What follows belongs to an exercise in optimizing a design on an open flow for small area; a production flow would make more cautious choices.
Only simulation tests tie the RTL to the original design; equivalence was not proved.
Power figures rest on the tool's default switching activity, not on a simulated workload.

==> design.v <==
`timescale 1ns / 1ps
module ControlUnit(CLK, RST, START,
	IN_PRICE_CH, IN_MONEY, IN_PRICE_ADMIN, IN_PRICE_ADMIN_END, IN_MONEY_ENTER,
	KIND, NUM_ZERO, GE_PRICE, GE1000, GE500, GE100, GE50,
	OUT, COIN, SUB, IDX, PRICE, PSEL, UP, SUC);
input CLK, RST, START;
input IN_PRICE_CH;
input [0:1] IN_MONEY;
input IN_PRICE_ADMIN, IN_PRICE_ADMIN_END, IN_MONEY_ENTER;
input KIND, NUM_ZERO, GE_PRICE, GE1000, GE500, GE100, GE50;
output [0:22] OUT;
output COIN, SUB, PRICE, PSEL, UP, SUC;
output [1:0] IDX;
reg [4:0] st;
wire [1:0] ix = st[1:0];
wire g0 = ~st[4] & ~st[3] & ~st[2];
wire gx = ~st[4] & ~st[3] & st[2];
wire gc = ~st[4] & st[3] & ~st[2];
wire gr = ~st[4] & st[3] & st[2];
wire gj = st[4] & ~st[3];
wire gp = st[4] & st[3];
wire s_idle   = g0 & (ix == 2'd0);
wire s_start  = g0 & (ix == 2'd1);
wire s_admin  = g0 & (ix == 2'd2);
wire s_input  = g0 & (ix == 2'd3);
wire s_judge  = gx & ~ix[1] & ~ix[0];
wire s_return = gx & ix[0];
wire s_end    = gx & ix[1];
wire ok = ~NUM_ZERO & GE_PRICE;
reg [4:0] nx;
always @* begin
	nx[4] = s_admin | (s_judge & ok) | (gj & ~ix[0]);
	nx[3] = s_admin | (s_input & ~IN_MONEY_ENTER) | (s_return & GE50);
	nx[2] = (s_input & IN_MONEY_ENTER) | (s_judge & ~ok) | (gj & ix[0]) | s_return | gr;
	nx[1] = s_start | (s_admin & KIND) | (gp & ~IN_PRICE_ADMIN_END) |
		(s_input & ~IN_MONEY_ENTER & IN_MONEY[0]) | gc | (s_judge & ok & KIND) |
		(gj & ~ix[0] & ix[1]) | (s_return & (GE500 | ~GE50));
	nx[0] = (s_idle & START) | (s_start & ~IN_PRICE_ADMIN) | (s_admin & IN_PRICE_CH) |
		(gp & IN_PRICE_ADMIN_END) | (s_input & ~IN_MONEY_ENTER & IN_MONEY[1]) | gc |
		(s_judge & ~ok) | (gj & ~ix[0]) | (s_return & (GE1000 | (GE100 & ~GE500))) | gr;
end
always @(posedge CLK) begin
	if(RST)	st <= 5'd0;
	else		st <= nx;
end
assign OUT[0]  = s_idle;
assign OUT[1]  = s_start;
assign OUT[2]  = s_admin;
assign OUT[3]  = gp & (ix == 2'd0);
assign OUT[4]  = gp & (ix == 2'd1);
assign OUT[5]  = gp & (ix == 2'd2);
assign OUT[6]  = gp & (ix == 2'd3);
assign OUT[7]  = s_input;
assign OUT[8]  = gc & (ix == 2'd0);
assign OUT[9]  = gc & (ix == 2'd1);
assign OUT[10] = gc & (ix == 2'd2);
assign OUT[11] = gc & (ix == 2'd3);
assign OUT[12] = s_judge;
assign OUT[13] = gj & (ix == 2'd0);
assign OUT[14] = gj & (ix == 2'd1);
assign OUT[15] = gj & (ix == 2'd2);
assign OUT[16] = gj & (ix == 2'd3);
assign OUT[17] = s_return;
assign OUT[18] = gr & (ix == 2'd3);
assign OUT[19] = gr & (ix == 2'd2);
assign OUT[20] = gr & (ix == 2'd1);
assign OUT[21] = gr & (ix == 2'd0);
assign OUT[22] = s_end;
assign COIN  = ~st[4] & st[3];
assign SUB   = st[2];
assign IDX   = ix;
assign PRICE = gp;
assign PSEL  = ix[1];
assign UP    = ix[0];
assign SUC   = gj & ix[0];
endmodule
`timescale 1ns / 1ps
module MONEY_REG(CLK, RST, CLR, COIN, SUB, IDX, PRICE, PSEL, UP, SUC,
	Q0, Q1, KIND, M, SUM, GE_PRICE, GE1000, GE500, GE100, GE50);
input CLK, RST, CLR;
input COIN, SUB, PRICE, PSEL, UP, SUC;
input [1:0] IDX;
input [13:0] Q0, Q1;
input KIND;
output reg [14:0] M;
output [14:0] SUM;
output GE_PRICE, GE1000, GE500, GE100, GE50;
wire sel1 = PRICE ? PSEL : KIND;
wire [13:0] qs = sel1 ? Q1 : Q0;
wire [1:0] ci = PRICE ? 2'd1 : IDX;
reg [14:0] csize;
always @* begin
	case(ci)
		2'd0:		csize = 15'd25;
		2'd1:		csize = 15'd50;
		2'd2:		csize = 15'd250;
		default:	csize = 15'd500;
	endcase
end
wire [14:0] a = M | ({15{PRICE}} & {qs, 1'b0});
wire use_c = COIN | PRICE;
wire neg = COIN ? SUB : (PRICE ? ~UP : 1'b1);
wire [14:0] b = (use_c ? csize : {qs, 1'b0}) ^ {15{neg}};
wire [15:0] c;
assign c[0] = neg;
genvar i;
generate for(i = 0; i < 15; i = i + 1) begin : rca
	assign SUM[i] = a[i] ^ b[i] ^ c[i];
	assign c[i+1] = (a[i] & b[i]) | (c[i] & (a[i] ^ b[i]));
end endgenerate
assign GE_PRICE = c[15];	 
always @(posedge CLK) begin
	if(RST | CLR)			M <= 15'd0;
	else if(COIN | SUC)	M <= SUM;
end
assign GE1000 = (|M[14:9]) | (M[8] & M[7] & M[6] & M[5] & M[4] & (M[3] | M[2]));
assign GE500  = (|M[14:8]) | (M[7] & M[6] & M[5] & M[4] & M[3] & (M[2] | M[1]));
assign GE100  = (|M[14:6]) | (M[5] & M[4] & (M[3] | M[2] | M[1]));
assign GE50   = (|M[14:5]) | (M[4] & M[3] & (M[2] | M[1] | M[0]));
endmodule
`timescale 1ns / 1ps
module PRICE_REG(CLK, LOAD, SAVE, IN, Q);
input CLK;
input LOAD, SAVE;
input [13:0] IN;
output reg [13:0] Q;
always @(posedge CLK) begin
	if(LOAD)			Q <= 14'd50;
	else if(SAVE)	Q <= IN;
end
endmodule
`timescale 1ns / 1ps
module JUICE_NUM_REG(CLK, IN, SAVE, DEC, RST, OUT
    );
input CLK;
input [0:2] IN;
input SAVE, DEC, RST;
output reg [0:2] OUT;
always @(posedge CLK) begin
	if(RST) 			OUT <= 0;
	else if(SAVE)	OUT <= IN;
	else if(DEC)	OUT <= OUT - 1;
end
endmodule
`timescale 1ns / 1ps
module JUICE_KIND_REG(CLK, IN, SAVE, RST, OUT
    );
input CLK, IN, SAVE, RST;
output reg OUT;
always @(posedge CLK) begin
	if(RST) OUT <= 0;
	else if(SAVE) OUT <= IN;
end
endmodule
`timescale 1ns / 1ps
module DUT( RST,
				START,
				CLK,
				IN_MONEY,
				IN_PRICE_CH,
				IN_KIND,
				IN_NUM,
				IN_PRICE_ADMIN,
				IN_PRICE_ADMIN_END,
				IN_MONEY_ENTER,
				OUT_MONEY,
				OUT_JUICE0_MADE,
				OUT_JUICE1_MADE,
				END,
				OUT_1000WON,
				OUT_500WON,
				OUT_100WON,
				OUT_50WON,
				OUT_JUICE0_PRICE,
				OUT_JUICE1_PRICE,
				OUT_CU_SIGNAL
    );
input RST, START, CLK;
input [0:1] IN_MONEY;
input IN_PRICE_CH, IN_KIND;
input [0:2] IN_NUM;
input IN_PRICE_ADMIN, IN_PRICE_ADMIN_END, IN_MONEY_ENTER;
output [0:15] OUT_MONEY;
output OUT_JUICE0_MADE, OUT_JUICE1_MADE, END;
output OUT_1000WON, OUT_500WON, OUT_100WON, OUT_50WON;
output [0:15] OUT_JUICE0_PRICE;
output [0:15] OUT_JUICE1_PRICE;
output [0:22] OUT_CU_SIGNAL;
wire [14:0] m, sum;
wire [13:0] q0, q1;
wire [2:0] num;
wire kind;
wire [0:22] s;
wire coin, sub, price, psel, up, suc;
wire [1:0] idx;
wire ge_price, ge1000, ge500, ge100, ge50;
ControlUnit CU(.CLK(CLK), .RST(RST), .START(START),
	.IN_PRICE_CH(IN_PRICE_CH), .IN_MONEY(IN_MONEY), .IN_PRICE_ADMIN(IN_PRICE_ADMIN),
	.IN_PRICE_ADMIN_END(IN_PRICE_ADMIN_END), .IN_MONEY_ENTER(IN_MONEY_ENTER),
	.KIND(kind), .NUM_ZERO(num == 3'd0), .GE_PRICE(ge_price),
	.GE1000(ge1000), .GE500(ge500), .GE100(ge100), .GE50(ge50),
	.OUT(s), .COIN(coin), .SUB(sub), .IDX(idx), .PRICE(price), .PSEL(psel), .UP(up),
	.SUC(suc));
MONEY_REG money(.CLK(CLK), .RST(RST), .CLR(s[1]), .COIN(coin), .SUB(sub), .IDX(idx),
	.PRICE(price), .PSEL(psel), .UP(up), .SUC(suc), .Q0(q0), .Q1(q1), .KIND(kind),
	.M(m), .SUM(sum), .GE_PRICE(ge_price),
	.GE1000(ge1000), .GE500(ge500), .GE100(ge100), .GE50(ge50));
PRICE_REG price0(.CLK(CLK), .LOAD(RST | s[0]), .SAVE(price & ~psel), .IN(sum[14:1]), .Q(q0));
PRICE_REG price1(.CLK(CLK), .LOAD(RST | s[0]), .SAVE(price & psel), .IN(sum[14:1]), .Q(q1));
JUICE_NUM_REG juice_num(.CLK(CLK), .IN(IN_NUM), .SAVE(s[7]), .DEC(suc),
	.RST(RST | s[1]), .OUT(num));
JUICE_KIND_REG juice_kind(.CLK(CLK), .IN(IN_KIND), .SAVE(s[2] | s[7]), .RST(RST | s[1]),
	.OUT(kind));
assign OUT_CU_SIGNAL = s;
assign OUT_MONEY = {m, 1'b0};
assign OUT_JUICE0_PRICE = {q0, 2'b00};
assign OUT_JUICE1_PRICE = {q1, 2'b00};
assign OUT_JUICE0_MADE = s[14];
assign OUT_JUICE1_MADE = s[16];
assign END = s[0];
assign OUT_1000WON = s[18];
assign OUT_500WON = s[19];
assign OUT_100WON = s[20];
assign OUT_50WON = s[21];
endmodule
==> flow/run.sh <==
#!/bin/bash
# Layout flow: the standard layout (standard.sh), with
#  - full/half adders left to abc as plain gates (no fa/ha cells), so the
#    carry chain meets the clock period;
#  - the input and output ports buffered with the platform's smallest buffer.
# Each tool's full output goes to ORFS's own per-step logs under orfs/logs;
# make's output goes to make.log here.
set -euo pipefail
export BUFFER_PORTS_ARGS="-buffer_cell sky130_fd_sc_hd__buf_1"
bash standard.sh ADDER_MAP_FILE= finish > make.log 2>&1
==> standard.sh <==
#!/bin/bash
# synth_recipe.tcl (not shown) runs the flow's synth.tcl, then flattens the netlist and writes it again
# the make line also repeats each setting of config.mk as NAME=value (left out here)
make -C /OpenROAD-flow-scripts/flow DESIGN_CONFIG=/design/flow/config.mk WORK_HOME=/design/flow/orfs CLKGATE_MAP_FILE= SYNTH_SCRIPT=/design/flow/synth_recipe.tcl "${@:-finish}"
==> config.mk <==
export PLATFORM = sky130hd
export DESIGN_NAME = DUT
export DESIGN_NICKNAME = DUT
export VERILOG_FILES = /design/flow/design.v
export SDC_FILE = /design/flow/constraint.sdc
export NUM_CORES = 4
export LEC_CHECK = 0
export ABC_AREA = 1
export CAP_MARGIN = 20
export CORE_MARGIN = 2
export CORE_UTILIZATION = 40
export SLEW_MARGIN = 20
==> constraint.sdc <==
create_clock -name core_clock -period 5.0 [get_ports {CLK}]
set_input_delay 1.0000 -clock core_clock [delete_from_list [all_inputs] [get_ports {CLK}]]
set_output_delay 1.0000 -clock core_clock [all_outputs]
set_load 0.01 [all_outputs]
==> run summary, run 1 <==
The flow ran to the end and the layout has no timing, DRC or antenna violations. The largest total area in the synthesized netlist belongs to sky130_fd_sc_hd__dfxtp_1. For the finished layout, the period the worst path requires is 4360 ps. The logs give 5 for the number of buffers inserted during clock tree synthesis and 0 for the sum of overflow across all layers after global routing. Leaving out fill and tap cells, the most frequent cell in the layout is sky130_fd_sc_hd__inv_1. The relative contribution of sequential cells to total power is 0.270, and the worst hold-check slack is 516 ps.

Relative slew slack: 0.494. Data arrives at the worst endpoint at 4630 ps. The via count of the first global-routing pass is 3396, and the fraction of power spent switching nets is 0.533. The floorplan step defined a core boundary enclosing 0.00868 mm2.

In the routed design, unresolved DRC markers number 0. The count of nets left with antenna violations after detail routing was 0; the total of flip-flops plus latches after synthesis was 52. The portion of total power attributed to the clock network was 0.130; the total global routing track utilization was 0.204. The first global-routing pass estimated 16.2 mm of wire. The cell at the root of the clock tree was sky130_fd_sc_hd__clkbuf_8. Worst-path cell with the longest stage delay: sky130_fd_sc_hd__dfxtp_1. The most used flip-flop cell after synthesis is sky130_fd_sc_hd__dfxtp_1.

The worst path meets setup with 643 ps of slack. In the final routed layout, each cell accounts on average for 13.4 um. The compound-cell area share of the yosys netlist came out at 0.207.

In the final layout, the multi-input gates occupy 0.00193 mm2. A synthesized cell averages 6.35 um2. The run gives 9.79 mm as the aggregate routed wire length. The utilization of the core after routing was 0.452. The maximum number of pins on one net before global-route repair is 30, and the via count is 3649.

The proportion of power drawn by combinational gates was 0.599; the overall power of the completed layout was 1.94 mW. After routing, the total negative slack on setup checks comes to 0 ps. Share of flip-flops with an asynchronous set or reset after synthesis: 0. By area, the combinational part of the netlist is dominated by simple AND/OR/NAND/NOR gates. For the number of antenna violations at the first check in global routing, the log shows 0. The most used cell along the critical path is sky130_fd_sc_hd__nand2_2.

The startpoint of the lowest-slack register-to-register path was CU.st[3]. The source-to-sink clock delay at the later pin of the worst-skew pair was 320 ps. The clock passes through at most 2 buffers. The width of the die came out at 98.3 um. In this run the worst setup path begins at CU.st[3]. TritonCTS built the clock tree. The hold violation count in the final report came out at 0. The layout cell share with drive strength beyond 1 is 0.0848, and the xor and xnor area share after synthesis is 0.0661. The top-area cell type share of the netlist area came out at 0.292. The placed instances occupy a cell area of 0.00383 mm2.

Buffers added to address setup during post-CTS repair amount to 0. Worst-margin pin slew: 757 ps. The tools report the startpoint class of the critical path as a flop. Synthesis produced 561 cells. For the post-cts repair resize count, the log shows 0.

The simple-gate share of the synthesized area came out at 0.260. The worst endpoint required time was 5270 ps. The count of buffers inserted at the top-level ports came out at 85. The number of pins exceeding their max-slew limit in the final report came out at 0. The min-delay analysis places its worst path in the category flop to flop. Registers take 0.00104 mm2. The detailed-route vias per instance came out at 4.98.

The repair_antennas step left the layout with diodes totalling 0. For this design, the sink count on the clock tree is 52. The floorplan die height was 98.3 um; the net load switching power was 1.03 mW. The final cycle utilization of the critical path was 0.871; the portion of the post-synthesis area used by sequential elements was 0.292. The fraction of synthesized area in multiplexers came out at 0.00281. In this run the most critical hold path is launched from juice_num.OUT[1].

The logs give 0 for the number of failing setup endpoints in the final timing report and 155 for the number of violations reported at the end of detailed-routing iteration 0. The die footprint came out at 0.00967 mm2. Sorting the synthesized cells by area gives the leading types as sky130_fd_sc_hd__dfxtp_1 29%, sky130_fd_sc_hd__inv_1 10%, sky130_fd_sc_hd__nand2_1 9.7%. The tools report the pre-CTS setup slack as 689 ps. The HPWL after detailed placement is 7.73 mm. The adder and majority gate portion of the synthesized area was 0. By startpoint and endpoint, the worst setup path is classified as flop to flop. The critical path capture point type is a flop.

The synthesized design contains 0 enable-type register cells. The first detailed-routing pass ran for 6 iterations. The tool flagged a number of max-cap violations equal to 0. During synthesis, Yosys emitted a total of 5 warnings.

Once layout is complete, the cells apart from fillers number 733. The number of hold buffers added after CTS was 0; the clock-pin transition on the worst setup and hold timing paths was 100 ps. Clock skew on the completed layout was measured at 8.95 ps.

The synthesis-to-layout area growth is 10.1%. Ratio of total power to cell area: 494 mW/mm2. The starting utilization of the core area was 0.410; the number of nets at the end of the flow was 637. 91 I/O pins were placed.

Setup repair after global routing left no endpoint under its margin. The global placement routability congestion is 0.907. For this run, the top clock speed supported by timing is 230 MHz. The logs give 40 for the number of distinct standard cells referenced by the synthesized netlist and 1.76 nW for the static leakage. After detailed placement, the design holds a cell count of 725.

Leaving out fill and tap cells, the most frequent cells in the layout are 95 x sky130_fd_sc_hd__inv_1, 92 x sky130_fd_sc_hd__nand2_1, 85 x sky130_fd_sc_hd__buf_1, 63 x sky130_fd_sc_hd__o21ai_0, 62 x sky130_fd_sc_hd__nor2_1. The largest incremental delay on the critical path works out to 820 ps. The worst-case IR drop observed on VDD is 0.223 mV. The design area is 0.00392 mm2, and the number of placement rows is 34. For the level count of the clock H-tree, the log shows 2.

Internal power comes to 904 uW. For the final-layout fill cell count, the log shows 962. Along the worst path, the maximum fanout reaches 26. Summing every instance area after synthesis gives 0.00356 mm2.
[state kept, by name (all words and copies together), names as in the netlist]
register	cells
price1.Q	14
price0.Q	14
CU.st	5
juice_kind.OUT	1
juice_num.OUT	3
money.M	15
[power groups by stage]
| stage | Sequential (mW) | Clock [mW] | Combinational [mW] |
|---|---|---|---|
| after floorplan | 0.519 | 0 | 0.882 |
| after detailed placement | 0.534 | 0 | 1.16 |
| after global routing | 0.532 | 0.280 | 1.32 |
| final | 0.524 | 0.252 | 1.16 |
| after global placement | 0.532 | 0 | 1.15 |
| after CTS | 0.524 | 0.264 | 1.16 |
[path summary, 6_finish.rpt]
check                           to  slack [ps]  cells after the start
setup reg to reg      price1.Q[13]         640                     35
hold / removal    juice_num.OUT[1]         520                      2
setup / recovery      price1.Q[13]         640                     35
hold reg to reg   juice_num.OUT[1]         520                      2
[routing by layer]
metal | vias to the layer above | GRT usage | routed length, um
met4 | 0 | 0.0558 | 170
met1 | 1649 | 0.251 | 4130
li1 | 1864 | - | -
met3 | 14 | 0.0429 | 599
met2 | 122 | 0.361 | 4900
met5 | - | 0 | 0
[cells in the mapped netlist, types with 2 or more instances]
| master | count |
|---|---|
| sky130_fd_sc_hd__o2111ai_1 | 2 |
| sky130_fd_sc_hd__buf_6 | 2 |
| sky130_fd_sc_hd__nor3_1 | 3 |
| sky130_fd_sc_hd__nand4_1 | 2 |
| sky130_fd_sc_hd__buf_2 | 2 |
| sky130_fd_sc_hd__o21ai_1 | 7 |
| sky130_fd_sc_hd__nand2_1 | 92 |
| sky130_fd_sc_hd__xor2_1 | 14 |
| sky130_fd_sc_hd__nor2_1 | 62 |
| sky130_fd_sc_hd__o21a_1 | 2 |
| sky130_fd_sc_hd__inv_1 | 95 |
| sky130_fd_sc_hd__a2111oi_0 | 3 |
| sky130_fd_sc_hd__nand3_2 | 3 |
| sky130_fd_sc_hd__a21oi_2 | 2 |
| sky130_fd_sc_hd__a21oi_1 | 44 |
| sky130_fd_sc_hd__nand3_1 | 16 |
| sky130_fd_sc_hd__inv_2 | 6 |
| sky130_fd_sc_hd__buf_4 | 19 |
| sky130_fd_sc_hd__xnor2_1 | 11 |
| sky130_fd_sc_hd__clkbuf_1 | 13 |
| sky130_fd_sc_hd__o21ai_2 | 2 |
| sky130_fd_sc_hd__nand2_4 | 3 |
| sky130_fd_sc_hd__o21ai_0 | 63 |
| sky130_fd_sc_hd__nand2_2 | 23 |
| sky130_fd_sc_hd__o211ai_1 | 4 |
| sky130_fd_sc_hd__dfxtp_1 | 52 |
[worst max-delay path: cells and delay by family (launching register included)]
kind                      cells  cell delay (ps)
and+or+nand+nor              29             2600
DFF                           1              820
AOI/OAI and AO/OA             3              400
xor gates and xnor gates      1              330
buffers and inverters         2              130
[cell type report]
cell class,instances,area share
clock inverter,3,0.00575
clock buffer,5,0.0176
sequential,52,0.266
multi-input combinational,375,0.492
timing repair buffer,88,0.0872
tap,108,0.0345
inverter,102,0.0977
[kinds of logic after synthesis]
kind of cell,count (synthesis)
buf+inv,138
mux,1
xor+xnor,26
other cells,1
compound gates,135
simple gates,208
flops,52
==> run 2, diff against run 1 <==
==> flow/run.sh (replaced) <==
#!/bin/bash
# Layout flow: the standard layout (standard.sh), with
#  - synthesis mapped by abc with an area-oriented script (flow/abc.script);
#    registers are made exactly as in the standard synthesis;
#  - full/half adders left to abc as plain gates (no fa/ha cells);
#  - the input and output ports buffered with the platform's smallest buffer.
# Each tool's full output goes to ORFS's own per-step logs under orfs/logs;
# make's output goes to make.log here.
set -euo pipefail
here=$(pwd)
export FLOW_ABC_SCRIPT="$here/flow/abc.script"
export BUFFER_PORTS_ARGS="-buffer_cell sky130_fd_sc_hd__buf_1"
bash standard.sh ADDER_MAP_FILE= SYNTH_SCRIPT="$here/flow/synth.tcl" finish > make.log 2>&1
==> flow/abc.script (new file) <==
strash
dch
amap
==> flow/synth.tcl (new file) <==
# The standard flow's synthesis script (synth_recipe.tcl), with abc run on abc.script
# (area-oriented standard-cell mapping) in place of ORFS's own abc script.
proc synth {args} { yosys synth -nofsm -noshare {*}$args }
if {[llength [info commands abc]]} { rename abc __yosys_abc }
proc abc {args} {
  set i [lsearch -exact $args -script]
  if {$i >= 0} { lset args [expr {$i + 1}] $::env(FLOW_ABC_SCRIPT) }
  yosys abc {*}$args
}
source $::env(SCRIPTS_DIR)/synth.tcl
# left out here: clear keep_hierarchy, flatten, clean up, hide names made inside functions, write 1_2_yosys.v
==> run summary, run 2 <==
After the first detailed-routing iteration, the DRC count stood at 258. The adder and majority gate portion of the synthesized area was 0. The proportion of power drawn by combinational gates came out at 0.598. Worst-margin pin slew: 865 ps.

The tools report the hold violation count in the final report as 0. For the worst endpoint required time, the log shows 5230 ps. Row generation in the floorplan step produced 31 rows. Largest incremental delay on the critical path: 390 ps. The total of flip-flops plus latches after synthesis is 52, and the simple-gate share of the synthesized area is 0.178. The most frequently used flop master after synthesis is sky130_fd_sc_hd__dfxtp_1.

The layout cell share with drive strength beyond 1 was 0.134. Setup slack closes at 484 ps. The fraction of power spent switching nets was 0.474; the number of distinct standard cells referenced by the synthesized netlist was 27. The xor and xnor area share after synthesis was 0. The clock reaches the later pin of the worst-skew pair after 310 ps. Clock period minus worst slack: 4520 ps. VDD sags by at most 0.180 mV. The average routed wire per standard cell is 16.7 um, and the cell internal power dissipation is 1.04 mW. Counting the fill cells in the layout gives 729.

The routed design has 9.92 mm of wire. For the via count of the first global-routing pass, the log shows 2965. The critical path crosses 45 cells after its start point. For the number of buffers on the longest clock path, the log shows 2. In the synthesized netlist, the cells that appear most often are 59 x sky130_fd_sc_hd__nor2_1, 53 x sky130_fd_sc_hd__nand2_1, 52 x sky130_fd_sc_hd__dfxtp_1. At the end of routability-driven placement, the weighted congestion stood at 0.947.

The tools report the utilization of the core after routing as 0.517. The category of cells accounting for the largest share of critical-path delay was simple AND/OR/NAND/NOR gates. The relative slew slack is 0.419. The most numerous cell type found on the critical path is sky130_fd_sc_hd__nand2_1. The synthesis-to-layout area growth was 26.7%. By area, the combinational part of the netlist is dominated by compound AO/OA/AOI/OAI gates. The worst setup path is launched from a flop. In the post-synthesis netlist, the biggest area contributors are sky130_fd_sc_hd__dfxtp_1 36%, sky130_fd_sc_hd__o221a_1 13%, sky130_fd_sc_hd__nor2_1 7.6%. Measured in cells, the most critical reg-to-reg path has a length of 45. Together, buffers and inverters on the worst path number 4. The cell type with the highest aggregate area in the netlist is sky130_fd_sc_hd__dfxtp_1. The tools report the worst hold-check slack as 514 ps. The library cell used most frequently in the layout, excluding fill and tap cells, is sky130_fd_sc_hd__buf_1. Buffers placed on the I/O ports in this run total 85. Counting tap cells, the placed design contains a total of 571 instances. The critical path capture point type was a flop.

The last element of the critical path was CU.st[1]. TritonCTS built the clock tree. The register with the most flip-flops in the layout has 15 of them. For the wire length of the first global-routing pass, the log shows 14.8 mm. The portion of the post-synthesis area used by sequential elements was 0.355; the number of buffers inserted during clock tree synthesis was 5.

The repair_antennas step left the layout with diodes totalling 0. The top cell types in the final layout, fill and taps aside, are 85 x sky130_fd_sc_hd__buf_1, 57 x sky130_fd_sc_hd__nor2_1, 50 x sky130_fd_sc_hd__dfxtp_1, 41 x sky130_fd_sc_hd__nand2_1, 35 x sky130_fd_sc_hd__clkinv_1. The run gives 0.00718 mm2 as the placeable core region. The peak fanout along the critical path is 13. The total overflow left after global routing is 0. The first-pass iteration count of the detailed router was 6; the count of warnings emitted by yosys was 5. For the setup skew after layout, the log shows 15.6 ps.

For the maximum number of pins on one net before global-route repair, the log shows 29. The share of flip-flops with an asynchronous set or reset after synthesis was 0; the static leakage was 1.32 nW. The run gives 0 as the number of max-cap violations.

Summed over all nets, the switching power comes to 941 uW. More flip-flops sit in one register than any other, and that register is money.M. The largest registers in the layout are money.M: 15 flops, price0.Q: 14 flops, price1.Q: 14 flops.

In this run the count of I/O pins placed on the die edge is 91. Die footprint: 0.00803 mm2. After detailed routing, the number of vias per cell comes to 5.68. The H-tree was split into 2 levels. The tools report the relative contribution of sequential cells to total power as 0.257. In the final design database the tool counted 505 nets. The tools report the starting utilization of the core area as 0.408. The beginning of the critical path was CU.st[3]. Once layout is done, the placed cells without fillers occupy 0.00371 mm2. After detailed routing, the number of remaining DRC violations is 0. The die is 89.6 um tall. The root buffer cell chosen for the clock tree is sky130_fd_sc_hd__clkbuf_8. The compound-cell area share of the yosys netlist works out to 0.368.

The clock-pin transition on the worst setup and hold timing paths works out to 90 ps. The startpoint identified for the worst register-to-register timing path is CU.st[3]. Adding up every negative setup slack in the final design gives 0 ps. The count of nets left with antenna violations once routing finished came out at 0. The setup slack of the most critical reg-to-reg path came out at 480 ps. Power spread over the standard cell area amounts to 534 mW/mm2. The total global routing track utilization was 0.243. The top-area cell type share of the netlist area is 0.355, and the pre-CTS setup slack is 26.1 ps. Number of antenna violations at the first check in global routing: 0.

For the fmax, the log shows 221 MHz. The critical path in this run is classified as flop to flop. Worst-path cell with the longest stage delay: sky130_fd_sc_hd__dfxtp_4. The tools report the HPWL after detailed placement as 7.04 mm.

For the number of failing setup endpoints in the final timing report, the log shows 0. For the total standard cell area after synthesis, the log shows 0.00293 mm2. In the post-synthesis netlist, the cell with the most instances is sky130_fd_sc_hd__nor2_1. The portion of total power attributed to the clock network was 0.145; the width of the die was 89.6 um. The fraction of synthesized area in multiplexers is 0. The tools report the endpoint of the lowest-slack register-to-register path as CU.st[1]. Summing over every cut layer, the via total after detailed routing is 3362.

The run finished with no timing, DRC or antenna violations. Excluding fillers, the count of instances in the completed layout stands at 592. The synthesized design contains 0 enable-type register cells.

Hold repair after CTS inserted 0 buffers. CTS saw 52 sinks. The number of pins exceeding their max-slew limit in the final report is 0, and the instance area after placement is 0.00342 mm2. The average instance in the mapped netlist occupies 7.61 um2. Data arrives at the worst endpoint at 4750 ps.

The worst hold path class is flop to flop. The final cycle utilization of the critical path is 0.903. In the synthesized netlist, the number of instances is 385. The tools report the overall power of the completed layout as 1.98 mW.
run 2: tightest hold or removal path, stage by stage (launching register included):
cell and delay [ps]:
sky130_fd_sc_hd__dfxtp_1 340, sky130_fd_sc_hd__o21ai_0 80, sky130_fd_sc_hd__a21oi_1 60
run 2: final cells by class:
type                            count  area, um2  area share
Multi-Input combinational cell    279       1710       0.462
Sequential cell                    52       1050       0.282
Timing Repair Buffer              114        537       0.145
Inverter                           40        175      0.0472
Tap cell                           99        124      0.0334
Clock buffer                        7        108      0.0290
Clock inverter                      1       8.76     0.00236
run 2: repair_timing:
| action | CTS | global route |
|---|---|---|
| endpoints found under the setup margin | 2 | 10 |
| setup buffers | 1 | 12 |
| gates resized for setup | 1 | 30 |
| pin swaps | 1 | 16 |
run 2: how the worst min path moves through the flow:
stage                                 from                to  slack, ps  cells past startpoint
after floorplan           juice_num.OUT[1]  juice_num.OUT[1]        450                      2
after global placement    juice_num.OUT[1]  juice_num.OUT[1]        480                      2
after detailed placement    juice_kind.OUT    juice_kind.OUT        490                      2
after CTS                   juice_kind.OUT    juice_kind.OUT        510                      2
after global routing      juice_num.OUT[1]  juice_num.OUT[1]        530                      2
final                       juice_kind.OUT    juice_kind.OUT        510                      2
run 2: cells by family after synthesis:
| group | Yosys count |
|---|---|
| AND/OR/NAND/NOR | 130 |
| flip-flops | 52 |
| buffers and inverters | 58 |
| AO/OA/AOI/OAI | 144 |
| other | 1 |
run 2: power groups by stage:
stage | registers, mW | clock network (mW) | logic [mW]
after floorplan | 0.528 | 0 | 0.751
after global placement | 0.515 | 0 | 1.03
after detailed placement | 0.515 | 0 | 1.04
after CTS | 0.506 | 0.295 | 1.05
after global routing | 0.516 | 0.313 | 1.31
final | 0.509 | 0.288 | 1.19
run 2: metal layers:
layer,track usage,vias up,share of wire
li1,-,1624,-
met1,0.322,1576,0.45
met2,0.392,139,0.47
met3,0.0439,23,0.064
met4,0.0909,0,0.023
met5,0,-,0
==> run 3, diff against run 2 <==
==> flow/abc.script (replaced) <==
strash
dch
amap
topo
stime -c
buffer -c
upsize -c
dnsize -c
==> run summary, run 3 <==
The run finished with no timing, DRC or antenna violations. Synthesis handed over a netlist of 403 instances. The tools report the worst path arrival time as 4770 ps.

The aggregate routed wire length was 9.72 mm; the relative slew slack was 0.369. The critical path in this run is classified as flop to flop. Busiest metal layer after global routing: met1.

By instance count, the cell type seen most on the critical path is sky130_fd_sc_hd__nand2_2. In this run the power density over the cells is 551 mW/mm2. Fill cells in the final layout number 781. In this run the cell area measured after placement is 0.00346 mm2. The synthesized netlist contains 40 unique library cells. Total power for the finished layout comes to 2.01 mW. Setup violations remaining at the end of the flow were counted as 0. The main combinational cell family by area after synthesis is compound AO/OA/AOI/OAI gates.

The tools report the cell at the root of the clock tree as sky130_fd_sc_hd__clkbuf_8. The layout cell share with drive strength beyond 1 is 0.207. The xor and xnor area share after synthesis is 0. Once detail routing completed, the nets flagged for antenna violations numbered 0.

The run gives 490 as the number of nets at the end of the flow. The first global-routing pass estimated 15.1 mm of wire. The number of hold buffers added after CTS was 0; the starting utilization of the core area was 0.411.

The total global routing track utilization came out at 0.222. TritonCTS built the clock tree. Number of I/O pins: 91. After detailed routing, the number of remaining DRC violations is 0.

The run gives 52 as the count of clock tree sinks. Static timing analysis puts the maximum clock frequency at 219 MHz. TritonCTS created 5 clock buffers. The logs give 0.314 for the met2 demand-to-capacity share in global routing and 247 for the number of violations reported at the end of detailed-routing iteration 0. VDD sags by at most 0.155 mV. The HPWL after detailed placement is 7.27 mm, and the clock period minus worst slack is 4570 ps. The adder and majority gate portion of the synthesized area was 0. The library cells used most frequently in the layout, excluding fill and tap cells, are 85 x sky130_fd_sc_hd__buf_1, 57 x sky130_fd_sc_hd__nor2_1, 50 x sky130_fd_sc_hd__dfxtp_1, 34 x sky130_fd_sc_hd__inv_1, 33 x sky130_fd_sc_hd__o221a_2. The via count of the first global-routing pass was 2904. The floorplan die height is 92.6 um. The compound-cell area share of the yosys netlist works out to 0.356. For the pin with the worst max-slew slack, the measured transition is 943 ps. The peak fanout along the critical path is 20. From left edge to right edge, the die measures 92.6 um.

The run gives 0.926 as the global placement routability congestion. The finished layout holds 580 standard cells, fillers aside. After clock tree synthesis, the clock-pin slew on the worst setup and hold paths is 100 ps. After global routing the overflow that remains totals 0. The worst setup path is captured at a flop.

The largest registers in the layout are money.M: 15 flops, price0.Q: 14 flops, price1.Q: 14 flops. The number of flip-flops under the largest register name is 15, and the count of buffers inserted at the top-level ports is 85. The fraction of synthesized area in multiplexers was 0; the synthesis-to-layout area growth was 16.0%.

The top-area cell type share of the netlist area is 0.332, and the hold violation count in the final report is 0. Entering global routing, the biggest net connects 29 pins. The later pin in the worst-skew pair is clocked with a latency of 320 ps.

Data on the critical path is required at its endpoint by 5200 ps. The tools report the number of placement rows as 32. The tightest min-delay check is of the flop to flop type. The number of placed instances, taps included, is 567. In this run, synthesis inferred 0 flip-flops with an integrated enable.

No sink is reached through more buffers than the 2 on the longest clock path. The most common cell in the synthesized netlist was sky130_fd_sc_hd__nor2_1. For this run, the detailed router's first-pass iteration total came to 5. The logs give 0 for the number of antenna violations at the first check in global routing and 0.00765 mm2 for the placeable core region.

The run gives 0 as the number of pins exceeding their max-slew limit in the final report. For the via count, the log shows 3291. In this run, synthesis produced a sequential element count of 52. Dividing the detail-routed via count by the number of cells gives 5.67. The die footprint was 0.00857 mm2; the share of flip-flops with an asynchronous set or reset after synthesis was 0.

Most frequently used flop master after synthesis: sky130_fd_sc_hd__dfxtp_1. The count of warnings emitted by yosys is 5, and the final cycle utilization of the critical path is 0.914. Max-cap violations in this run came to 0. STA classifies the critical path startpoint as a flop. In the final routed layout, each cell accounts on average for 16.8 um. After routing the design area is 0.00364 mm2. The cell type with the highest aggregate area in the netlist was sky130_fd_sc_hd__dfxtp_1. The portion of the post-synthesis area used by sequential elements was 0.332.

For the final database, setup skew stands at 7.74 ps. Mean post-synth cell area: 7.79 um2. The worst-path cell with the longest stage delay is sky130_fd_sc_hd__dfxtp_2. The most common library cell in the layout ignoring fill and taps was sky130_fd_sc_hd__buf_1.

The total standard cell area after synthesis was 0.00314 mm2; the simple-gate share of the synthesized area was 0.194. Level count of the clock H-tree: 2. The met1 routing resource usage after global routing was 0.344.

For this design the static power due to leakage is 1.40 nW. The tools report the antenna cell count as 0. The largest single stage delay on the critical path is 370 ps. Met3 demand-to-capacity share in global routing: 0.0374. The register containing the most flip-flops in the final layout was money.M. Sorting the synthesized cells by how often they occur yields 57 x sky130_fd_sc_hd__nor2_1, 52 x sky130_fd_sc_hd__dfxtp_1, 34 x sky130_fd_sc_hd__inv_1.

By area the synthesized netlist is led by sky130_fd_sc_hd__dfxtp_1 33%, sky130_fd_sc_hd__o221a_2 12%, sky130_fd_sc_hd__nor2_1 6.8%.
## run 3: cell count changes in the layout (fill, tap and decap cells not counted), moves of 3 or more
cell,delta
sky130_fd_sc_hd__o221a_1,-33
sky130_fd_sc_hd__inv_1,+34
sky130_fd_sc_hd__clkinv_1,-35
sky130_fd_sc_hd__o221a_2,+33
sky130_fd_sc_hd__nand2_1,-10
sky130_fd_sc_hd__nand2_2,+10
sky130_fd_sc_hd__buf_4,-16
sky130_fd_sc_hd__o21ai_0,-3
## run 3: stage by stage
stage          setup TNS, ps  setup WS (ps)  hold slack [ps]   util
2_1_floorplan              0            922              455      -
3_3_place_gp               0            396              479  0.452
3_5_place_dp               0            280              492  0.452
4_1_cts                    0            258              510  0.465
5_1_grt                -69.7          -39.0              526  0.476
6_report                   0            431              505  0.476
## run 3: routing by layer
| metal | part of all wire | vias to the layer above |
|---|---|---|
| met1 | 0.48 | 1543 |
| met4 | 0.017 | 0 |
| met5 | 0 | - |
| met3 | 0.078 | 16 |
| met2 | 0.43 | 140 |
| li1 | - | 1592 |
## run 3: timing repair
| action | CTS | global route |
|---|---|---|
| setup endpoints to repair | 0 | 7 |
| resized for setup | 0 | 16 |
| buffers inserted | 0 | 5 |
## run 3: cell families after synthesis
family | after synthesis
AO/OA/AOI/OAI | 144
buffers and inverters | 76
flip-flops | 52
other | 1
AND/OR/NAND/NOR | 130
## run 3: cell type report
class / instances / area (um2) / share of cell area
clock inverter: 3 / 27.5 / 0.00756
inverter: 40 / 170 / 0.0467
clock buffer: 5 / 68.8 / 0.0189
tap: 102 / 128 / 0.0351
multi-input combinational: 279 / 1770 / 0.487
timing repair buffer: 99 / 432 / 0.119
sequential: 52 / 1040 / 0.287
## run 3: final timing paths
kind	from	endpoint	slack, ps	depth (start not counted)
max	CU.st[3]	CU.st[2]	430	44
max reg2reg	CU.st[3]	CU.st[2]	430	44
min	juice_num.OUT[1]	juice_num.OUT[1]	510	2
min reg2reg	juice_num.OUT[1]	juice_num.OUT[1]	510	2
## run 3: critical path: cells and delay by family, from the launching register on
kind | cells | cell delay (ps)
buf+inv | 4 | 370
compound gates | 11 | 1330
simple gates | 29 | 2410
flops | 1 | 370
## run 3: power breakdown
group | switching, mW | total, mW | internal [mW]
registers | 0.0455 | 0.508 | 0.463
clock network | 0.160 | 0.264 | 0.103
logic | 0.838 | 1.24 | 0.397
total | 1.04 | 2.01 | 0.963
==> run 4, diff against run 3 <==
--- a/config.mk
+++ b/config.mk
@@ -7,6 +7,6 @@
 export LEC_CHECK = 0
 export ABC_AREA = 1
-export CAP_MARGIN = 20
+export CAP_MARGIN = 0
 export CORE_MARGIN = 2
-export CORE_UTILIZATION = 40
-export SLEW_MARGIN = 20
+export CORE_UTILIZATION = 60
+export SLEW_MARGIN = 0
==> run summary, run 4 <==
The flow ran to the end and the layout has no timing, DRC or antenna violations. The number of pins exceeding their max-slew limit in the final report was 0. Share of flip-flops with an asynchronous set or reset after synthesis: 0.

For this design the ratio of total power to cell area is 560 mW/mm2. Ranked by total cell area, the synthesized netlist is headed by sky130_fd_sc_hd__dfxtp_1 33%, sky130_fd_sc_hd__o221a_2 12%, sky130_fd_sc_hd__nor2_1 6.8%. Along the worst path, the maximum fanout reaches 20.

Leaving out filler cells and counting taps, the final layout contains 546. The worst setup path is captured at a flop. Counting flops per register, the top entry is money.M. Data on the critical path is required at its endpoint by 5200 ps.

The tools report the worst hold-check slack as 497 ps. The number of synthesized flops with an enable pin is 0. The final cycle utilization of the critical path is 0.926. The number of antenna violations at the first check in global routing came out at 0. The first global-routing pass estimated 14.5 mm of wire. The width of the die came out at 76.3 um.

Among the stages of the critical path, the cell type that occurs most often is sky130_fd_sc_hd__nand2_2. The setup path with the least slack is of type flop to flop. STA classifies the critical path startpoint as a flop.

The min-delay analysis places its worst path in the category flop to flop. In this run, placement finished with an instance count of 535. The HPWL after detailed placement was 6.91 mm; the number of instances in the synthesized netlist was 403.

Most frequently used flop master after synthesis: sky130_fd_sc_hd__dfxtp_1. The cell type with the highest aggregate area in the netlist was sky130_fd_sc_hd__dfxtp_1. After detailed routing, the average wire length per cell comes to 16.5 um. Most common cell in the synthesized netlist: sky130_fd_sc_hd__nor2_1. The H-tree generated during clock tree synthesis spans 2 levels.

Clock tree synthesis selected as its root buffer the cell sky130_fd_sc_hd__clkbuf_8. The analysis attributes to cell leakage a power of 1.39 nW. The total of flip-flops plus latches after synthesis was 52; the DRC violation count after routing was 0.

For the largest vdd supply drop, the log shows 0.290 mV. The worst path arrival time was 4830 ps. The logs give 0.619 for the starting utilization of the core area and 0.306 for the total global routing track utilization.

The top cell types in the final layout, fill and taps aside, are 85 x sky130_fd_sc_hd__buf_1, 57 x sky130_fd_sc_hd__nor2_1, 50 x sky130_fd_sc_hd__dfxtp_1, 34 x sky130_fd_sc_hd__inv_1, 33 x sky130_fd_sc_hd__o221a_2. The mean post-synth cell area came out at 7.79 um2. The run gives 0 as the number of hold buffers added after CTS. The slowest stage of the critical path is the sky130_fd_sc_hd__dfxtp_2 cell. For this run, the number of Yosys warnings is 5.

Counting instances in the post-synthesis netlist gives the leading cell types as 57 x sky130_fd_sc_hd__nor2_1, 52 x sky130_fd_sc_hd__dfxtp_1, 34 x sky130_fd_sc_hd__inv_1. The run gives 0 as the number of max-cap violations. In this run the standard cell core region covers 0.00507 mm2. During I/O placement, the number of pins put on the boundary was 91.

Relative to the synthesized area, the layout overhead comes to 13.8%. The register with the most flip-flops in the layout has 15 of them. For this run, the detailed router's first-pass iteration total came to 7. The clock period minus worst slack was 4630 ps; the sum of overflow across all layers after global routing was 0. Based on the critical path, the design can be clocked at up to 216 MHz.

The top-area cell type share of the netlist area was 0.332. After detailed routing, the total wire length is 9.03 mm. The count of nets left with antenna violations after detail routing came out at 0. The die footprint was 0.00583 mm2; the setup skew after layout was 9.06 ps. The logs give 0.00314 mm2 for the total standard cell area after synthesis and 40 for the number of distinct standard cells referenced by the synthesized netlist. Counting every sink on the clock net gives 52. The relative slew slack was 0.475. The tools report the number of placement rows as 26.

The clock passes through at most 2 buffers. The global placement routability congestion was 0.893; the floorplan die height was 76.3 um. The layout cell share with drive strength beyond 1 is 0.195, and the portion of the post-synthesis area used by sequential elements is 0.332. The library cell used most frequently in the layout, excluding fill and tap cells, is sky130_fd_sc_hd__buf_1. The run gives 0 as the hold violation count in the final report.

The number of violations reported at the end of detailed-routing iteration 0 came out at 269. The number of nets at the end of the flow was 488; the worst-margin pin slew was 784 ps. After clock tree synthesis, the clock-pin slew on the worst setup and hold paths is 100 ps. The final route contains 3305 vias. In the final layout, the registers with the most flip-flops are money.M: 15 flops, price0.Q: 14 flops, price1.Q: 14 flops. The number of clock buffers added by TritonCTS is 5. In the routed layout, each cell is associated on average with a via count of 6.05. Setup violations remaining at the end of the flow were counted as 0. The logs give 2936 for the via count of the first global-routing pass and 0 for the antenna cell count. On the worst path, the slowest cell contributes a delay of 350 ps. Setup repair after global routing left no endpoint under its margin.

The tools report the maximum number of pins on one net before global-route repair as 29. Adding up every negative setup slack in the final design gives 0 ps. The later pin in the worst-skew pair is clocked with a latency of 320 ps.

TritonCTS built the clock tree. During placement, the flow inserted port buffers numbering 85.
## run 4: final timing paths
kind                    startpoint          endpoint  slack, ps  cells after the start
setup / recovery          CU.st[3]          CU.st[2]        370                     41
hold / removal    juice_num.OUT[1]  juice_num.OUT[1]        500                      2
setup reg to reg          CU.st[3]          CU.st[2]        370                     41
hold reg to reg   juice_num.OUT[1]  juice_num.OUT[1]        500                      2
## run 4: repair_timing
action / 4_1_cts / 5_1_grt
resized for setup: 0 / 6
setup buffers: 0 / 3
endpoints found under the setup margin: 0 / 4
## run 4: kinds of logic after synthesis
logic type | after synthesis | share of synthesized area
simple gates | 130 | 0.194
flops | 52 | 0.332
compound gates | 144 | 0.356
buf+inv | 76 | 0.118
other cells | 1 | 0.00119
## run 4: routing by layer
layer,vias to the layer above,global-route usage,routed length (um)
li1,1579,-,-
met1,1547,0.462,4120
met2,168,0.455,3900
met3,11,0.0533,923
met4,0,0.0636,85
met5,-,0,0
## run 4: report_power, final
group / total [mW] / internal (mW) / switching, mW
clock: 0.302 / 0.151 / 0.151
sequential: 0.510 / 0.463 / 0.0478
combinational: 1.19 / 0.380 / 0.807
## run 4: final cells by class
| class | count | area, um2 |
|---|---|---|
| Sequential cell | 52 | 1040 |
| Inverter | 40 | 168 |
| Fill cell | 454 | 1500 |
| Clock inverter | 3 | 46.3 |
| Tap cell | 70 | 87.6 |
| Timing Repair Buffer | 97 | 409 |
| Clock buffer | 5 | 68.8 |
| Multi-Input combinational cell | 279 | 1750 |
## run 4: through the flow
stage               utilization  instance area (um2)  total power [mW]  worst slack (ps)
detailed placement        0.674                 3420              1.66               243
global route              0.704                 3570              2.12              6.16
floorplan                     -                 3150              1.37               922
finish                    0.704                 3570              2.00               369
CTS                       0.696                 3530              1.96               222
global placement          0.674                 3420              1.64               405
## run 4: worst max-delay path, delay by kind of cell, from the launching register on
| kind | cells | cell delay (ps) |
|---|---|---|
| AO/OA/AOI/OAI | 11 | 1440 |
| AND/OR/NAND/NOR | 25 | 2030 |
| flip-flops | 1 | 350 |
| buffers and inverters | 5 | 690 |
==> run 5, diff against run 4 <==
==> flow/abc.script (replaced) <==
strash
dc2
dch
amap
topo
stime -c
buffer -c
upsize -c
dnsize -c
==> run summary, run 5 <==
Dividing the detail-routed via count by the number of cells gives 5.87. The tools report the number of antenna violations at the first check in global routing as 0. The worst-path cell with the longest stage delay was sky130_fd_sc_hd__dfxtp_2. The critical path is of the flop to flop type. The number of placement rows was 26. Dividing total power by cell area gives a power density of 600 mW/mm2.

The clock period minus worst slack came out at 4610 ps. Counting stages on the worst path, the most repeated cell is sky130_fd_sc_hd__nand2_2. The count of warnings emitted by yosys is 5.

In this run the standard cell core region covers 0.00507 mm2. Each instance of the synthesized netlist takes up on average 6.84 um2. By area the synthesized netlist is led by sky130_fd_sc_hd__dfxtp_1 33%, sky130_fd_sc_hd__nor2_1 12%, sky130_fd_sc_hd__nand2_1 5.8%. The floorplan die height works out to 76.1 um. The final cycle utilization of the critical path was 0.922.

The tree built by TritonCTS fans out to 52 sinks. The run gives 5240 ps as the worst endpoint required time. The largest total area in the synthesized netlist belongs to sky130_fd_sc_hd__dfxtp_1. After detailed routing, the number of remaining DRC violations is 0. Across all register-to-register paths, the minimum setup slack is 390 ps. The logs give 217 MHz for the fmax and 539 for the number of nets at the end of the flow.

The busiest metal layer after global routing was met2. The finished cells cover 0.00353 mm2. Max-cap violations in this run came to 0. CTS built an H-tree with a depth of 2. The tools report the instance count after placement with tap cells included as 587. The most critical setup path has its startpoint at CU.st[4]. Of all nets on the critical path, the largest fanout is 20. The relative slew slack is 0.427, and the total standard cell area after synthesis is 0.00312 mm2.

The logs give 9.53 mm for the aggregate routed wire length and 310 ps for the source-to-sink clock delay at the later pin of the worst-skew pair. The largest vdd supply drop came out at 0.303 mV. The portion of the post-synthesis area used by sequential elements is 0.334. The critical path ends at CU.st[0].

The number of flip-flops under the largest register name is 15, and the area of the multi-input gates is 0.00177 mm2. The total global routing track utilization is 0.322, and the post-route non-filler standard cell count is 597. STA classifies the critical path endpoint as a flop. The top-area cell type share of the netlist area came out at 0.334. Endpoint of the lowest-slack register-to-register path: CU.st[0]. The tools report the met2 demand-to-capacity share in global routing as 0.541. The total of flip-flops plus latches after synthesis is 52, and the global placement routability congestion is 1.04. In the final layout, the registers with the most flip-flops are money.M: 15 flops, price0.Q: 14 flops, price1.Q: 14 flops. The met3 demand-to-capacity share in global routing is 0.0474, and the worst reg-to-reg path cell count is 43. Setup violations remaining at the end of the flow were counted as 0. Counting distinct cell types in the post-synthesis netlist gives 41.

The wire length of the first global-routing pass was 15.2 mm. Counting along the longest clock path gives a buffer depth of 2. The share of flip-flops with an asynchronous set or reset after synthesis is 0. For the hold violation count in the final report, the log shows 0. Summing all flip-flop and latch instances after layout gives 0.00104 mm2.

The instance area after placement is 0.00339 mm2, and the maximum number of pins on one net before global-route repair is 29. The logs give 5 for the number of buffers inserted during clock tree synthesis and 3032 for the via count of the first global-routing pass. First-pass iteration count of the detailed router: 6. 91 I/O pins were placed. The die covers 0.00579 mm2. STA classifies the critical path startpoint as a flop. The detailed router finished its first iteration with 281 violations. Count of buffers inserted at the top-level ports: 85. Clock-pin slew was measured on the worst setup and hold paths at 100 ps. In this run the horizontal extent of the chip is 76.1 um. The starting utilization of the core area is 0.615, and the via count is 3502. The wire-length estimate of the detail-placed layout is 7.25 mm. The most common library cell in the layout ignoring fill and taps was sky130_fd_sc_hd__nor2_1.

Fill cells in the final layout number 467. The number of instances in the synthesized netlist is 456. Among all flip-flop cells after synthesis, the most frequent one is sky130_fd_sc_hd__dfxtp_1. The top cell types in the final layout, fill and taps aside, are 99 x sky130_fd_sc_hd__nor2_1, 85 x sky130_fd_sc_hd__buf_1, 50 x sky130_fd_sc_hd__dfxtp_1, 48 x sky130_fd_sc_hd__nand2_1, 34 x sky130_fd_sc_hd__o21ai_0. The sum of overflow across all layers after global routing was 0; the layout cell share with drive strength beyond 1 was 0.106. The startpoint identified for the worst register-to-register timing path is CU.st[4]. The worst-margin pin slew is 857 ps. The synthesis-to-layout area growth is 13.2%, and the number of pins exceeding their max-slew limit in the final report is 0. Setup repair after global routing left no endpoint under its margin. Ranked by flip-flop count, first place goes to money.M. The met1 routing resource usage after global routing was 0.423. The worst path arrival time is 4850 ps, and the static leakage is 1.28 nW. Adding up every negative setup slack in the final design gives 0 ps. Largest incremental delay on the critical path: 370 ps.

The tightest min-delay check is of the flop to flop type. In the synthesized netlist, the cells that appear most often are 99 x sky130_fd_sc_hd__nor2_1, 52 x sky130_fd_sc_hd__dfxtp_1, 48 x sky130_fd_sc_hd__nand2_1. TritonCTS built the clock tree. The number of synthesized flops with an enable pin is 0, and the count of nets left with antenna violations after detail routing is 0. Clock tree synthesis selected as its root buffer the cell sky130_fd_sc_hd__clkbuf_8. The tools report the setup skew after layout as 4.98 ps. The most common cell in the synthesized netlist is sky130_fd_sc_hd__nor2_1. The number of antenna diodes in the final layout is 0.

The flow ran to the end and the layout has no timing, DRC or antenna violations. After detailed routing, the average wire length per cell comes to 16.0 um.
## run 5: changes by cell type after synthesis, moves of 3 or more
cell,before,now
sky130_fd_sc_hd__a21oi_1,15,23
sky130_fd_sc_hd__a221oi_1,5,2
sky130_fd_sc_hd__a22o_1,0,3
sky130_fd_sc_hd__inv_1,34,24
sky130_fd_sc_hd__nand2_1,32,48
sky130_fd_sc_hd__nand2_2,21,14
sky130_fd_sc_hd__nor2_1,57,99
sky130_fd_sc_hd__nor3_1,5,29
sky130_fd_sc_hd__o21ai_0,24,34
sky130_fd_sc_hd__o221a_2,33,5
sky130_fd_sc_hd__o221ai_1,6,0
## run 5: report_power, final
group / switching (mW) / internal, mW
clock network: 0.141 / 0.149
registers: 0.0488 / 0.465
logic: 0.884 / 0.430
total: 1.07 / 1.04
## run 5: how the worst min path moves through the flow
stage,from,cells after the start,slack (ps),to
floorplan,juice_num.OUT[0],2,460,juice_num.OUT[0]
global placement,juice_num.OUT[0],2,480,juice_num.OUT[0]
detailed placement,price0.Q[8],2,500,price0.Q[8]
CTS,money.M[12],2,520,money.M[12]
global route,price0.Q[11],2,540,price0.Q[11]
finish,money.M[12],2,520,money.M[12]
## run 5: cell families (layout without fill, tap and decap cells)
logic type	Yosys count	count (layout)	synth area share
buf+inv	67	134	0.105
other cells	1	5	0.00120
simple gates	202	202	0.280
compound gates	134	134	0.280
flops	52	52	0.334
## run 5: what timing repair did
action	in CTS	in global routing
setup endpoints to repair	0	13
gates resized for setup	0	7
hold buffers	0	0
buffers inserted	0	2
## run 5: layer usage
metal / share of wire / routed length, um
met5: 0 / 0
met4: 0.031 / 291
met3: 0.093 / 889
met2: 0.45 / 4340
met1: 0.42 / 4010
## run 5: metrics by stage
step / hold slack, ps / setup WS, ps / power (mW) / utilization
after floorplan: 465 / 1080 / 1.49 / -
after global placement: 483 / 263 / 1.77 / 0.668
after detailed placement: 504 / 79.9 / 1.78 / 0.668
after CTS: 519 / 21.1 / 2.07 / 0.690
after global routing: 535 / 0.228 / 2.26 / 0.696
final: 519 / 388 / 2.12 / 0.696
## run 5: worst max-delay path, delay by kind of cell, from the launching register on
family	cells	cell delay (ps)
flops	1	370
simple gates	28	2510
buf+inv	4	500
compound gates	11	1130
## run 5: final cells by class
cell class                      instances  area share
Clock inverter                          2     0.00992
Clock buffer                            6      0.0205
Tap cell                               70      0.0248
Inverter                               32      0.0368
Timing Repair Buffer                   94       0.111
Multi-Input combinational cell        341       0.502
Sequential cell                        52       0.295
==> run 6, diff against run 5 <==
==> flow/abc.script (replaced) <==
strash
dch
amap
topo
stime -c
upsize -c
dnsize -c
==> run summary, run 6 <==
Routability-driven placement finished with a final weighted congestion of 0.972. In this run the remaining antenna-violating nets after routing total 0. The tree is rooted in a sky130_fd_sc_hd__clkbuf_8.

The number of synthesized flops with an enable pin came out at 0. Number of nets at the end of the flow: 493. The top-area cell type share of the netlist area is 0.338, and the instance count after placement with tap cells included is 533.

In this run the horizontal extent of the chip is 75.7 um. The source-to-sink clock delay at the later pin of the worst-skew pair is 310 ps. The static leakage is 1.29 nW, and the number of instances in the synthesized netlist is 385.

0 antenna diodes ended up in the layout. Maximum number of pins on one net before global-route repair: 29. The final cycle utilization of the critical path is 0.924. The startpoint class of the critical path is a flop. Sorting the synthesized cells by how often they occur yields 57 x sky130_fd_sc_hd__nor2_1, 52 x sky130_fd_sc_hd__dfxtp_1, 35 x sky130_fd_sc_hd__clkinv_1. More flip-flops sit in one register than any other, and that register is money.M. The total of flip-flops plus latches after synthesis is 52. Most common library cell in the layout ignoring fill and taps: sky130_fd_sc_hd__buf_1. The top cell types in the final layout, fill and taps aside, are 85 x sky130_fd_sc_hd__buf_1, 57 x sky130_fd_sc_hd__nor2_1, 49 x sky130_fd_sc_hd__dfxtp_1, 34 x sky130_fd_sc_hd__clkinv_1, 33 x sky130_fd_sc_hd__o221a_1. By area the synthesized netlist is led by sky130_fd_sc_hd__dfxtp_1 34%, sky130_fd_sc_hd__o221a_1 12%, sky130_fd_sc_hd__nor2_1 6.9%.

Row generation in the floorplan step produced 26 rows. The number of violations reported at the end of detailed-routing iteration 0 is 214, and the relative slew slack is 0.355. The flow ran to the end and the layout has no timing, DRC or antenna violations. Between clock sinks in the finished design, the worst skew comes to 8.43 ps. After layout, the minimum clock period comes to 4620 ps. The register with the most flip-flops in the layout has 15 of them. After routing the design area is 0.00363 mm2. After clock tree synthesis, the flow added hold-fix buffers numbering 0. TritonCTS built the clock tree. sky130_fd_sc_hd__dfxtp_1 takes more of the synthesized area than any other cell. After synthesis, the netlist uses 41 different library cells. The run gives 3440 as the via count. The number of I/O pins was 91. The average routed wire per standard cell is 17.3 um, and the clock-pin transition on the worst setup and hold timing paths is 100 ps. For the pin with the worst max-slew slack, the measured transition is 960 ps. After detailed routing, the number of vias per cell comes to 6.24. Along the worst path, the maximum fanout reaches 17. The share of flip-flops with an asynchronous set or reset after synthesis was 0; the first-pass iteration count of the detailed router was 5.

The overall power of the completed layout was 1.97 mW. Floorplan die height: 75.7 um. The most frequently used flop master after synthesis is sky130_fd_sc_hd__dfxtp_1.

Most common cell in the synthesized netlist: sky130_fd_sc_hd__nor2_1. In this design, the critical path's most frequently occurring cell is sky130_fd_sc_hd__nand2_2. In the final layout, the registers with the most flip-flops are money.M: 15 flops, price0.Q: 14 flops, price1.Q: 14 flops.

The number of clock buffers added by TritonCTS is 5. The worst hold path class is flop to flop. The routed design has 9.56 mm of wire. Via count of the first global-routing pass: 2905. Mean post-synth cell area: 8.01 um2. IR analysis of the VDD net gives a maximum drop of 0.290 mV. Excluding fillers, the count of instances in the completed layout stands at 551.

The hold violation count in the final report is 0. Max-cap violations in this run came to 0. Total global routing track utilization: 0.329.

The run gives 0.720 as the utilization of the core after routing. The logs give 0 for the number of antenna violations at the first check in global routing and 216 MHz for the fmax. The first global-routing pass estimated 14.2 mm of wire. The worst register-to-register path has a setup slack of 380 ps. The number of buffers on the longest clock path is 2. Data on the critical path is required at its endpoint by 5230 ps. The HPWL after detailed placement is 6.54 mm.

The type of the worst setup path is flop to flop. For the worst setup path, the data arrival time is 4850 ps. The H-tree was split into 2 levels. For the DRC violation count after routing, the log shows 0. The synthesis-to-layout area growth was 17.7%; the die footprint was 0.00573 mm2. The number of pins exceeding their max-slew limit in the final report was 0; the final sum of negative setup slack was 0 ps.

Power spread over the standard cell area amounts to 542 mW/mm2. Layout cell share with drive strength beyond 1: 0.141. The largest incremental delay on the critical path is 360 ps.

Setup violations remaining at the end of the flow were counted as 0. The run gives 0.338 as the portion of the post-synthesis area used by sequential elements. The largest individual stage delay along the critical path comes from the cell sky130_fd_sc_hd__dfxtp_2.

The cell area that synthesis handed to floorplanning was 0.00308 mm2. The tools report the critical path capture point type as a flop. The count of buffers added on input and output ports is 85. The starting utilization of the core area is 0.612, and the placeable core region is 0.00504 mm2. Instance area after placement: 0.00342 mm2.

Global routing finished with a remaining overflow of 0. The tree built by TritonCTS fans out to 52 sinks. The Yosys step of the flow raised 5 warnings.
==> run 6: cell types whose count changed after synthesis, moves of 8 or more <==
cell,delta
sky130_fd_sc_hd__o21ai_0,-8
sky130_fd_sc_hd__inv_1,-24
sky130_fd_sc_hd__nand2_2,+8
sky130_fd_sc_hd__clkinv_1,+33
sky130_fd_sc_hd__nor2_1,-42
sky130_fd_sc_hd__nor3_1,-24
sky130_fd_sc_hd__nand2_1,-17
sky130_fd_sc_hd__clkbuf_1,-15
sky130_fd_sc_hd__o221a_1,+33
sky130_fd_sc_hd__a21oi_1,-8
==> run 6: layout make-up <==
cell class / count / area, um2
timing repair buffer: 102 / 450
multi-input combinational: 279 / 1770
sequential: 52 / 1050
clock inverter: 2 / 35.0
fill: 419 / 1410
clock buffer: 6 / 72.6
inverter: 40 / 171
tap: 70 / 87.6
==> run 6: cell families after synthesis <==
family                 share of synthesized area
AO/OA/AOI/OAI                              0.368
flip-flops                                 0.338
buffers and inverters                     0.0974
other                                    0.00122
AND/OR/NAND/NOR                            0.196
==> run 6: timing repair <==
item,in CTS,in global routing
endpoints found under the setup margin,0,7
buffers inserted,0,10
hold endpoints to repair,0,0
gates resized for setup,0,9
==> run 6: path summary, 6_finish.rpt <==
| check | start | depth (start not counted) | to |
|---|---|---|---|
| setup / recovery | CU.st[3] | 45 | CU.st[1] |
| hold / removal | juice_num.OUT[1] | 2 | juice_num.OUT[1] |
| setup reg to reg | CU.st[3] | 45 | CU.st[1] |
| hold reg to reg | juice_num.OUT[1] | 2 | juice_num.OUT[1] |
==> run 6: critical path: cells and delay by family, from the launching register on <==
family	cells	cell delay [ps]
compound gates	10	1060
buf+inv	4	370
flops	1	360
simple gates	31	2750
==> run 6: metal layers <==
metal | wire length (um) | GRT usage | vias to the layer above | share of wire
li1 | - | - | 1598 | -
met1 | 4120 | 0.440 | 1616 | 0.43
met2 | 4360 | 0.503 | 188 | 0.46
met3 | 747 | 0.0728 | 38 | 0.078
met4 | 332 | 0.156 | 0 | 0.035
met5 | 0 | 0 | - | 0
==> run 6: per-stage QoR <==
| stage | worst slack (ps) | hold slack [ps] |
|---|---|---|
| after detailed placement | 116 | 479 |
| after CTS | 44.2 | 496 |
| after floorplan | 516 | 453 |
| after global placement | 383 | 472 |
| final | 379 | 496 |
| after global routing | -5.61 | 537 |
==> run 6: power by group <==
group | leakage, nW | internal (mW) | switching (mW)
sequential | 0.422 | 0.465 | 0.0562
clock | 0.0552 | 0.149 | 0.144
combinational | 0.811 | 0.396 | 0.756
==> run 7, diff against run 6 <==
--- a/flow/run.sh
+++ b/flow/run.sh
@@ -4,5 +4,6 @@
 #    registers are made exactly as in the standard synthesis;
 #  - full/half adders left to abc as plain gates (no fa/ha cells);
-#  - the input and output ports buffered with the platform's smallest buffer.
+#  - the input and output ports buffered with the platform's smallest buffer;
+#  - clock tree synthesis without dummy loads.
 # Each tool's full output goes to ORFS's own per-step logs under orfs/logs;
 # make's output goes to make.log here.
@@ -11,3 +12,4 @@
 export FLOW_ABC_SCRIPT="$here/flow/abc.script"
 export BUFFER_PORTS_ARGS="-buffer_cell sky130_fd_sc_hd__buf_1"
+export CTS_ARGS="-sink_clustering_enable -repair_clock_nets -dont_use_dummy_load -buf_list {sky130_fd_sc_hd__clkbuf_4 sky130_fd_sc_hd__clkbuf_8}"
 bash standard.sh ADDER_MAP_FILE= SYNTH_SCRIPT="$here/flow/synth.tcl" finish > make.log 2>&1
==> flow/abc.script (replaced) <==
strash
dc2
dch
amap
topo
stime -c
buffer -c
upsize -c
dnsize -c
==> run summary, run 7 <==
The run finished with no timing, DRC or antenna violations. The detailed-route vias per instance is 5.84. The cell type with the highest aggregate area in the netlist is sky130_fd_sc_hd__dfxtp_1. The tools report the cell at the root of the clock tree as sky130_fd_sc_hd__clkbuf_8. The register with the most flip-flops in the layout has 15 of them. The most common cell in the synthesized netlist is sky130_fd_sc_hd__nor2_1.

In this run the standard cell core region covers 0.00507 mm2. The fraction of power spent switching nets was 0.519; the clock-pin transition on the worst setup and hold timing paths was 90 ps. The largest incremental delay on the critical path is 360 ps, and the via count is 3473. The share of flip-flops with an asynchronous set or reset after synthesis works out to 0. The run gives 15.1 mm as the wire length of the first global-routing pass. Worst-margin pin slew: 863 ps. The worst path arrival time came out at 4810 ps.

The number of antenna violations at the first check in global routing came out at 0. Yosys attributes the largest share of cell area to sky130_fd_sc_hd__dfxtp_1 33%, sky130_fd_sc_hd__nor2_1 12%, sky130_fd_sc_hd__nand2_1 5.8%. Leaving out fill and tap cells, the most frequent cell in the layout is sky130_fd_sc_hd__nor2_1.

Power comes to 2.05 mW. The worst hold path class was flop to flop. For this run, the top clock speed supported by timing is 218 MHz.

Number of buffers inserted during clock tree synthesis: 5. The final layout contains 540 nets. Main combinational cell family by area after synthesis: simple AND/OR/NAND/NOR gates. The setup skew after layout came out at 12.1 ps. For this run, the detailed router's first-pass iteration total came to 5.

Dividing the synthesized area by the synthesized cell count gives 6.84 um2. After synthesis the cells add up to 0.00312 mm2. The adder and majority gate portion of the synthesized area was 0; the synthesis-to-layout area growth was 12.2%. For the global placement routability congestion, the log shows 1.04. The largest vdd supply drop came out at 0.294 mV. The total of flip-flops plus latches after synthesis is 52, and the antenna cell count is 0. The final cycle utilization of the critical path is 0.916. Leaving out fill and tap cells, the most frequent cells in the layout are 99 x sky130_fd_sc_hd__nor2_1, 85 x sky130_fd_sc_hd__buf_1, 50 x sky130_fd_sc_hd__dfxtp_1, 48 x sky130_fd_sc_hd__nand2_1, 34 x sky130_fd_sc_hd__o21ai_0. The clock passes through at most 2 buffers. Clock tree synthesis found a total of 52 sinks. The level count of the clock H-tree came out at 2. Register containing the most flip-flops in the final layout: money.M. The pre-CTS setup slack is 79.9 ps, and the count of buffers inserted at the top-level ports is 85. The tools report the critical path capture point type as a flop. Endpoint of the lowest-slack register-to-register path: CU.st[0]. The logs give 3028 for the via count of the first global-routing pass and 9.52 mm for the aggregate routed wire length. For the number of I/O pins, the log shows 91. In this run, the number of DRC markers left after iteration 0 of detailed routing was 311. The peak fanout along the critical path works out to 20.

Setup violations remaining at the end of the flow were counted as 0. The xor and xnor area share after synthesis is 0, and the portion of total power attributed to the clock network is 0.109. The floorplan step defined a die boundary enclosing 0.00579 mm2. The maximum number of pins on one net before global-route repair was 29; the proportion of power drawn by combinational gates was 0.641.

Number of hold buffers added after CTS: 0. The startpoint class of the critical path is a flop. Summed over all failing endpoints, the final setup total negative slack is 0 ps. The count of warnings emitted by yosys came out at 5. Cell internal power was estimated by the tool at 987 uW.

Together, buffers and inverters on the worst path number 4. At the later pin of the worst-skew pair, clock insertion delay measures 300 ps. The most frequently used flop master after synthesis is sky130_fd_sc_hd__dfxtp_1. Global routing finished with a remaining overflow of 0. The tools report the setup slack of the most critical reg-to-reg path as 420 ps. The number of pins exceeding their max-slew limit in the final report was 0; the starting utilization of the core area was 0.615. In the synthesized netlist, the cells that appear most often are 99 x sky130_fd_sc_hd__nor2_1, 52 x sky130_fd_sc_hd__dfxtp_1, 48 x sky130_fd_sc_hd__nand2_1.

After layout, the worst setup slack is 419 ps. The number of placement rows is 26, and the total global routing track utilization is 0.322.
run 7: cell types whose count changed in the layout (fill, tap and decap cells not counted), moves of 6 or more:
cell                       change
sky130_fd_sc_hd__clkinv_1     -32
sky130_fd_sc_hd__nor3_1       +24
sky130_fd_sc_hd__o221ai_1      -6
sky130_fd_sc_hd__a21oi_1       +8
sky130_fd_sc_hd__nand2_1      +17
sky130_fd_sc_hd__o21ai_0       +8
sky130_fd_sc_hd__nor2_1       +42
sky130_fd_sc_hd__o221a_1      -33
sky130_fd_sc_hd__nand2_2       -8
sky130_fd_sc_hd__inv_1        +24
sky130_fd_sc_hd__buf_4         -7
run 7: final cells by class:
class	instances	area, um2
inverters	32	130
clock buffers	5	68.8
repair buffers	95	398
flip-flops and latches	52	1040
well taps	70	87.6
multi-input cells	341	1770
fillers	474	1570
run 7: metal layers:
metal	track usage	routed length [um]
met1	0.426	4050
met5	0	0
met4	0.115	280
met2	0.541	4310
met3	0.0438	876
run 7: how the worst min path moves through the flow:
stage / startpoint / end / slack, ps / depth (start not counted)
floorplan: juice_num.OUT[0] / juice_num.OUT[0] / 460 / 2
global placement: juice_num.OUT[0] / juice_num.OUT[0] / 480 / 2
detailed placement: price0.Q[8] / price0.Q[8] / 500 / 2
CTS: money.M[12] / money.M[12] / 520 / 2
global route: price0.Q[11] / price0.Q[11] / 540 / 2
finish: money.M[12] / money.M[12] / 510 / 2
run 7: cells by family after synthesis:
logic type | count (synthesis)
compound gates | 134
buf+inv | 67
flops | 52
other cells | 1
simple gates | 202
run 7: power groups by stage:
stage	Combinational [mW]	Sequential (mW)	Clock (mW)
2_1_floorplan	0.965	0.526	0
3_3_place_gp	1.25	0.520	0
3_5_place_dp	1.26	0.521	0
4_1_cts	1.27	0.512	0.225
5_1_grt	1.43	0.521	0.238
6_report	1.31	0.514	0.223
run 7: tightest hold or removal path, cell delays in order (launching register included):
cell and delay [ps]:
sky130_fd_sc_hd__dfxtp_1 320, sky130_fd_sc_hd__inv_1 80, sky130_fd_sc_hd__a21oi_1 70
run 7: timing repair:
item	CTS	global route
resized for setup	0	7
buffers inserted	0	3
setup endpoints to repair	0	13
run 7: through the flow:
stage                util  instances  hold WS (ps)  area (um2)
finish              0.690        595           515        3500
global route        0.690        595           535        3500
CTS                 0.682        592           517        3460
detailed placement  0.668        587           504        3390
global placement    0.668        587           483        3390
floorplan               -        460           465        3140
